Context: an optimization exercise on an open-source flow, tuned for small area, a short achievable clock period and few clock cycles. The choices shown serve that exercise and are no tape-out recipe.
The RTL was checked by simulation tests, not by an equivalence proof against the original design.

## MiniSRC
module MiniSRC (
input clr, clk,
input  [31:0] mem_rdata,
output [8:0]  mem_addr,
output [31:0] mem_wdata,
output        mem_we,
input  [31:0] in_port,
output [31:0] out_port,
output        out_we,
output run
);
	reg [31:0] pc;           
	reg [31:0] ir;           
	reg        irv;          
	reg        halted;
	reg        xo;           
	reg        memc;         
	reg        mwe;          
	reg [3:0]  mra;          
	reg [31:0] mdr;
	reg [31:0] outr;
	reg [15:0] rv;           
	wire [4:0] op = ir[31:27];
	wire [3:0] ra = ir[26:23];
	wire [3:0] rb = ir[22:19];
	wire [3:0] rc = ir[18:15];
	wire [31:0] C = {{14{ir[17]}}, ir[17:0]};
	wire op_ld   = op == 5'b00000;
	wire op_ldi  = op == 5'b00001;
	wire op_st   = op == 5'b00010;
	wire op_add  = op == 5'b00011;
	wire op_sub  = op == 5'b00100;
	wire op_and  = op == 5'b00101;
	wire op_or   = op == 5'b00110;
	wire op_shr  = op == 5'b00111;
	wire op_shra = op == 5'b01000;
	wire op_shl  = op == 5'b01001;
	wire op_ror  = op == 5'b01010;
	wire op_rol  = op == 5'b01011;
	wire op_addi = op == 5'b01100;
	wire op_andi = op == 5'b01101;
	wire op_ori  = op == 5'b01110;
	wire op_mul  = op == 5'b01111;
	wire op_div  = op == 5'b10000;
	wire op_neg  = op == 5'b10001;
	wire op_not  = op == 5'b10010;
	wire op_br   = op == 5'b10011;
	wire op_jr   = op == 5'b10100;
	wire op_jal  = op == 5'b10101;
	wire op_in   = op == 5'b10110;
	wire op_out  = op == 5'b10111;
	wire op_mfhi = op == 5'b11000;
	wire op_mflo = op == 5'b11001;
	wire op_halt = op == 5'b11011;
	wire three_reg = op_add | op_sub | op_and | op_or | op_shr | op_shra |
	                 op_shl | op_ror | op_rol;
	wire use_c     = op_ld | op_ldi | op_st | op_addi | op_andi | op_ori | op_br;
	wire base_zero = (op_ld | op_ldi | op_st) && (rb == 4'd0);
	wire [3:0] ad2 = three_reg ? rc : ra;
	wire [31:0] r1, r2;
	wire        we;
	wire [3:0]  widx;
	wire [31:0] wdata;
	RegFile regfile(clk, we, widx, wdata, rv, rb, ad2, r1, r2);
	wire [31:0] a  = base_zero ? 32'b0 : r1;         
	wire [31:0] bo = use_c ? C : r2;
  ...
==> module MiniSRC, before the edit <==
module MiniSRC (
input clr, clk,
input  [31:0] mem_rdata,
output [8:0]  mem_addr,
output [31:0] mem_wdata,
output        mem_we,
input  [31:0] in_port,
output [31:0] out_port,
output        out_we,
output run
);
	reg [31:0] pc;           
	reg [31:0] ir;           
	reg        irv;          
	reg        halted;
	reg        xo;           
	reg        memc;         
	reg        mwe;          
	reg [3:0]  mra;          
	reg [31:0] mdr;
	reg [31:0] outr;
	reg [15:0] rv;           
	wire [4:0] op = ir[31:27];
	wire [3:0] ra = ir[26:23];
	wire [3:0] rb = ir[22:19];
	wire [3:0] rc = ir[18:15];
	wire [31:0] C = {{14{ir[17]}}, ir[17:0]};
	wire op_ld   = op == 5'b00000;
	wire op_ldi  = op == 5'b00001;
	wire op_st   = op == 5'b00010;
	wire op_add  = op == 5'b00011;
	wire op_sub  = op == 5'b00100;
	wire op_and  = op == 5'b00101;
	wire op_or   = op == 5'b00110;
	wire op_shr  = op == 5'b00111;
	wire op_shra = op == 5'b01000;
	wire op_shl  = op == 5'b01001;
	wire op_ror  = op == 5'b01010;
	wire op_rol  = op == 5'b01011;
	wire op_addi = op == 5'b01100;
	wire op_andi = op == 5'b01101;
	wire op_ori  = op == 5'b01110;
	wire op_mul  = op == 5'b01111;
	wire op_div  = op == 5'b10000;
	wire op_neg  = op == 5'b10001;
	wire op_not  = op == 5'b10010;
	wire op_br   = op == 5'b10011;
	wire op_jr   = op == 5'b10100;
	wire op_jal  = op == 5'b10101;
	wire op_in   = op == 5'b10110;
	wire op_out  = op == 5'b10111;
	wire op_mfhi = op == 5'b11000;
	wire op_mflo = op == 5'b11001;
	wire op_halt = op == 5'b11011;
	wire three_reg = op_add | op_sub | op_and | op_or | op_shr | op_shra |
	                 op_shl | op_ror | op_rol;
	wire use_c     = op_ld | op_ldi | op_st | op_addi | op_andi | op_ori | op_br;
	wire base_zero = (op_ld | op_ldi | op_st) && (rb == 4'd0);
	wire [3:0] ad2 = three_reg ? rc : ra;
	wire [31:0] r1, r2;
	wire        we;
	wire [3:0]  widx;
	wire [31:0] wdata;
	RegFile regfile(clk, we, widx, wdata, rv, rb, ad2, r1, r2);
	wire [31:0] a  = base_zero ? 32'b0 : r1;         
	wire [31:0] bo = use_c ? C : r2;
	wire [31:0] hi, neg_lo;
	wire busy;
	wire ex    = irv & ~memc & ~halted;
	wire hazard = op_mul | op_div | op_mfhi | op_mflo;
	wire go    = ex & ~(busy & hazard);
	wire sub_op = op_sub | op_neg;
	wire [31:0] add_x = op_br ? pc : op_neg ? 32'b0 : a;
	wire [31:0] add_y = op_neg ? a : bo;
	wire [31:0] sum;
	wire sum_co;
	AddSk #(32) alu_add(add_x, sub_op ? ~add_y : add_y, sub_op, sum, sum_co);
	wire [31:0] sh_v;
	Shifter shifter(a, r2, op_shl | op_rol, op_shra, op_ror | op_rol, sh_v);
	reg [31:0] xres;
	always @(*) begin
		case (op)
			5'b00101, 5'b01101: xres = a & bo;
			5'b00110, 5'b01110: xres = a | bo;
			5'b00111, 5'b01000, 5'b01001, 5'b01010, 5'b01011: xres = sh_v;
			5'b10010: xres = ~a;
			5'b10110: xres = in_port;
			5'b11000: xres = hi;
			5'b11001: xres = neg_lo;
			5'b10101: xres = pc;
			default:  xres = sum;
		endcase
	end
	wire wr_x = op_ldi | three_reg | op_addi | op_andi | op_ori | op_neg |
	            op_not | op_in | op_mfhi | op_mflo | op_jal;
	assign we    = (go & wr_x) | (memc & ~mwe);
	assign widx  = memc ? mra : (op_jal ? 4'd15 : ra);
	assign wdata = memc ? mem_rdata : xres;
	wire zero = (r2 == 32'b0);
	reg cond;
	always @(*) begin
		case (ir[20:19])
			2'b00: cond = zero;
			2'b01: cond = ~zero;
			2'b10: cond = ~r2[31];
			default: cond = r2[31];
		endcase
	end
	wire [31:0] btarget = sum;
	wire redirect = go & ((op_br & cond) | op_jr | op_jal);
	wire [31:0] rtarget = op_br ? btarget : (op_jal && ra == 4'd15) ? pc : r2;
	wire fetch = ~halted & ~memc & (~irv | go);
	wire [31:0] pc_inc;
	IncRC #(32) pc_add(pc, 1'b1, pc_inc);
	wire [31:0] pc_next  = redirect ? rtarget : fetch ? pc_inc : pc;
	wire        xo_next  = redirect ? 1'b0 : fetch ? (mem_rdata[31:27] == 5'b10111) : xo;
	wire        memc_next = go & (op_ld | op_st);
	wire        halt_next = halted | (go & op_halt);
	reg  [8:0]  maddr;
	reg         owe;
	reg         running;
	always @(posedge clk or posedge clr) begin
		if (clr) begin
			pc <= 32'b0; irv <= 1'b0; xo <= 1'b0; halted <= 1'b0; memc <= 1'b0; mwe <= 1'b0;
			outr <= 32'b0; rv <= 16'b0; maddr <= 9'b0; owe <= 1'b0; running <= 1'b1;
		end else begin
			memc <= memc_next;
			mwe <= go & op_st;
			halted <= halt_next;
			running <= ~halt_next;
			owe <= xo_next & ~memc_next & ~halt_next;
			xo <= xo_next;
			pc <= pc_next;
			maddr <= memc_next ? sum[8:0] : pc_next[8:0];
			if (we) rv[widx] <= 1'b1;
			if (go & op_out) outr <= r2;
			if (redirect) irv <= 1'b0;
			else if (fetch) irv <= 1'b1;
		end
	end
	always @(posedge clk) begin
		if (fetch) ir <= mem_rdata;
		if (go & (op_ld | op_st)) begin
			mra <= ra;
			mdr <= (ra == 4'd0) ? 32'b0 : r2;
		end
	end
	assign mem_addr  = maddr;
	assign mem_wdata = mdr;
	assign mem_we    = mwe;
	assign out_port  = outr;
	assign out_we    = owe;
	assign run       = running;
	MulDiv muldiv(clk, clr, go & op_mul, go & op_div, r2, r1, hi, neg_lo, busy);
endmodule
==> module RegFile, before the edit <==
module RegFile(input clk, input we, input [3:0] widx, input [31:0] wdata,
	input [15:0] rv, input [3:0] ad1, ad2, output reg [31:0] r1, r2);
	reg [31:0] rf [0:15];
	always @(posedge clk) if (we) rf[widx] <= wdata;
	wire [15:0] s1 = (16'b1 << ad1) & rv;
	wire [15:0] s2 = (16'b1 << ad2) & rv;
	integer i;
	always @(*) begin
		r1 = 32'b0; r2 = 32'b0;
		for (i = 0; i < 16; i = i + 1) begin
			r1 = r1 | (rf[i] & {32{s1[i]}});
			r2 = r2 | (rf[i] & {32{s2[i]}});
		end
	end
endmodule
clock: 36.0 ns
lec_check: 0
abc_area: 1
cap_margin: 20
core_margin: 2
core_utilization: 45
slew_margin: 20
standard.sh (not shown) runs the stock make flow with config.mk's settings and CLKGATE_MAP_FILE= SYNTH_SCRIPT=/design/flow/synth_recipe.tcl, a recipe that flattens the netlist after the stock synthesis.
==> flow/flow/run.sh <==
#!/bin/bash
# The standard layout (standard.sh: ORFS from synthesis to finish, with
# the standard synthesis unchanged), with one difference: the timing repair
# passes that ORFS runs after floorplan, CTS and global routing aim at
# SETUP_SLACK_MARGIN ns of slack beyond the constraint, so they size and
# buffer every path slower than 36 - 27.5 = 8.5 ns. The SDC (clock period,
# I/O delays, loads) is the standard flow's, unchanged.
set -euo pipefail
cd "$(dirname "$0")/.."
bash standard.sh SETUP_SLACK_MARGIN=27.5 finish > orfs_make.log 2>&1
The starting point finished with timing, DRC and antenna clean.
Testbench counts at the start, summed over its fixed seeds: cycles 140,964.
Change:
--- a/flow/design.v
+++ b/flow/design.v
@@ -112,14 +112,16 @@
 	wire three_reg = op_add | op_sub | op_and | op_or | op_shr | op_shra |
 	                 op_shl | op_ror | op_rol;
 	wire use_c     = op_ld | op_ldi | op_st | op_addi | op_andi | op_ori | op_br;
-	wire base_zero = (op_ld | op_ldi | op_st) && (rb == 4'd0);
-	wire [3:0] ad2 = three_reg ? rc : ra;
+	wire baout     = op_ld | op_ldi | op_st;    
+	wire [3:0] ad2 = three_reg ? rc : op_neg ? rb : ra;
 	wire [31:0] r1, r2;
 	wire        we;
 	wire [3:0]  widx;
 	wire [31:0] wdata;
-	RegFile regfile(clk, we, widx, wdata, rv, rb, ad2, r1, r2);
-	wire [31:0] a  = base_zero ? 32'b0 : r1;         
+	wire [15:0] rv1 = rv & {{15{~op_neg}}, ~op_neg & ~baout};
+	wire [15:0] rv2 = rv & {15'h7FFF, ~op_st};
+	RegFile regfile(clk, we, widx, wdata, rv1, rv2, rb, ad2, r1, r2);
+	wire [31:0] a  = r1;
 	wire [31:0] bo = use_c ? C : r2;
 	wire [31:0] hi, neg_lo;
 	wire busy;
@@ -127,8 +129,8 @@
 	wire hazard = op_mul | op_div | op_mfhi | op_mflo;
 	wire go    = ex & ~(busy & hazard);
 	wire sub_op = op_sub | op_neg;
-	wire [31:0] add_x = op_br ? pc : op_neg ? 32'b0 : a;
-	wire [31:0] add_y = op_neg ? a : bo;
+	wire [31:0] add_x = op_br ? pc : a;
+	wire [31:0] add_y = bo;
 	wire [31:0] sum;
 	wire sum_co;
 	AddSk #(32) alu_add(add_x, sub_op ? ~add_y : add_y, sub_op, sum, sum_co);
@@ -141,7 +143,6 @@
 			5'b00110, 5'b01110: xres = a | bo;
 			5'b00111, 5'b01000, 5'b01001, 5'b01010, 5'b01011: xres = sh_v;
 			5'b10010: xres = ~a;
-			5'b10110: xres = in_port;
 			5'b11000: xres = hi;
 			5'b11001: xres = neg_lo;
 			5'b10101: xres = pc;
@@ -152,7 +153,7 @@
 	            op_not | op_in | op_mfhi | op_mflo | op_jal;
 	assign we    = (go & wr_x) | (memc & ~mwe);
 	assign widx  = memc ? mra : (op_jal ? 4'd15 : ra);
-	assign wdata = memc ? mem_rdata : xres;
+	assign wdata = memc ? mem_rdata : op_in ? in_port : xres;
 	wire zero = (r2 == 32'b0);
 	reg cond;
 	always @(*) begin
@@ -175,16 +176,14 @@
 	wire        halt_next = halted | (go & op_halt);
 	reg  [8:0]  maddr;
 	reg         owe;
-	reg         running;
 	always @(posedge clk or posedge clr) begin
 		if (clr) begin
 			pc <= 32'b0; irv <= 1'b0; xo <= 1'b0; halted <= 1'b0; memc <= 1'b0; mwe <= 1'b0;
-			outr <= 32'b0; rv <= 16'b0; maddr <= 9'b0; owe <= 1'b0; running <= 1'b1;
+			outr <= 32'b0; rv <= 16'b0; maddr <= 9'b0; owe <= 1'b0;
 		end else begin
 			memc <= memc_next;
 			mwe <= go & op_st;
 			halted <= halt_next;
-			running <= ~halt_next;
 			owe <= xo_next & ~memc_next & ~halt_next;
 			xo <= xo_next;
 			pc <= pc_next;
@@ -199,7 +198,7 @@
 		if (fetch) ir <= mem_rdata;
 		if (go & (op_ld | op_st)) begin
 			mra <= ra;
-			mdr <= (ra == 4'd0) ? 32'b0 : r2;
+			mdr <= r2;
 		end
 	end
 	assign mem_addr  = maddr;
@@ -207,7 +206,7 @@
 	assign mem_we    = mwe;
 	assign out_port  = outr;
 	assign out_we    = owe;
-	assign run       = running;
+	assign run       = ~halted;
 	MulDiv muldiv(clk, clr, go & op_mul, go & op_div, r2, r1, hi, neg_lo, busy);
 endmodule
 module Shifter(input [31:0] x, input [31:0] n, input left, arith, rotate,
@@ -230,11 +229,11 @@
 	assign y = zero ? 32'b0 : (arith & eq32) ? {32{x[31]}} : ((rot & mask) | fill);
 endmodule
 module RegFile(input clk, input we, input [3:0] widx, input [31:0] wdata,
-	input [15:0] rv, input [3:0] ad1, ad2, output reg [31:0] r1, r2);
+	input [15:0] rv1, rv2, input [3:0] ad1, ad2, output reg [31:0] r1, r2);
 	reg [31:0] rf [0:15];
 	always @(posedge clk) if (we) rf[widx] <= wdata;
-	wire [15:0] s1 = (16'b1 << ad1) & rv;
-	wire [15:0] s2 = (16'b1 << ad2) & rv;
+	wire [15:0] s1 = (16'b1 << ad1) & rv1;
+	wire [15:0] s2 = (16'b1 << ad2) & rv2;
 	integer i;
 	always @(*) begin
 		r1 = 32'b0; r2 = 32'b0;
What happened: Global-route usage came out lower by 3.4 points; sequential share of layout area came out higher by 1.5 points; maximum frequency went up by 1.8%; count of clock-buffer cells in the layout came out higher by 1; area after synthesis fell by 2.1%; critical path depth went down by 8.
Testbench counts after the change, summed over its fixed seeds: cycles 140,964.

separate check: timing with driven ports:
In the flow no input, the clock included, has a driving cell. The finished layouts below were timed again as built, in two steps. Step 1: set_driving_cell puts a clkbuf_16 on clk and a buf_2 on each other input, an assumption about the parent block. Step 2 moves the port delays by t, midway between the first and last clock arrival at a register: inputs arrive t later, outputs are due t later. That takes back most of the time a late clock gives input paths. Three values: no drivers, after step 1, after step 2; two values: the first two.
run	t (ns)	setup slack, ns	worst setup path after step 2
the first run	0.819	27.256 / 27.318 / 26.499	input to register
the second run	0.760	27.413 / 27.340 / 26.842	input to register
After both steps every run listed still meets setup and hold. The setup slack of the first run, which loses most, moves by +0.062 ns with the drivers and by -0.757 ns with both steps.
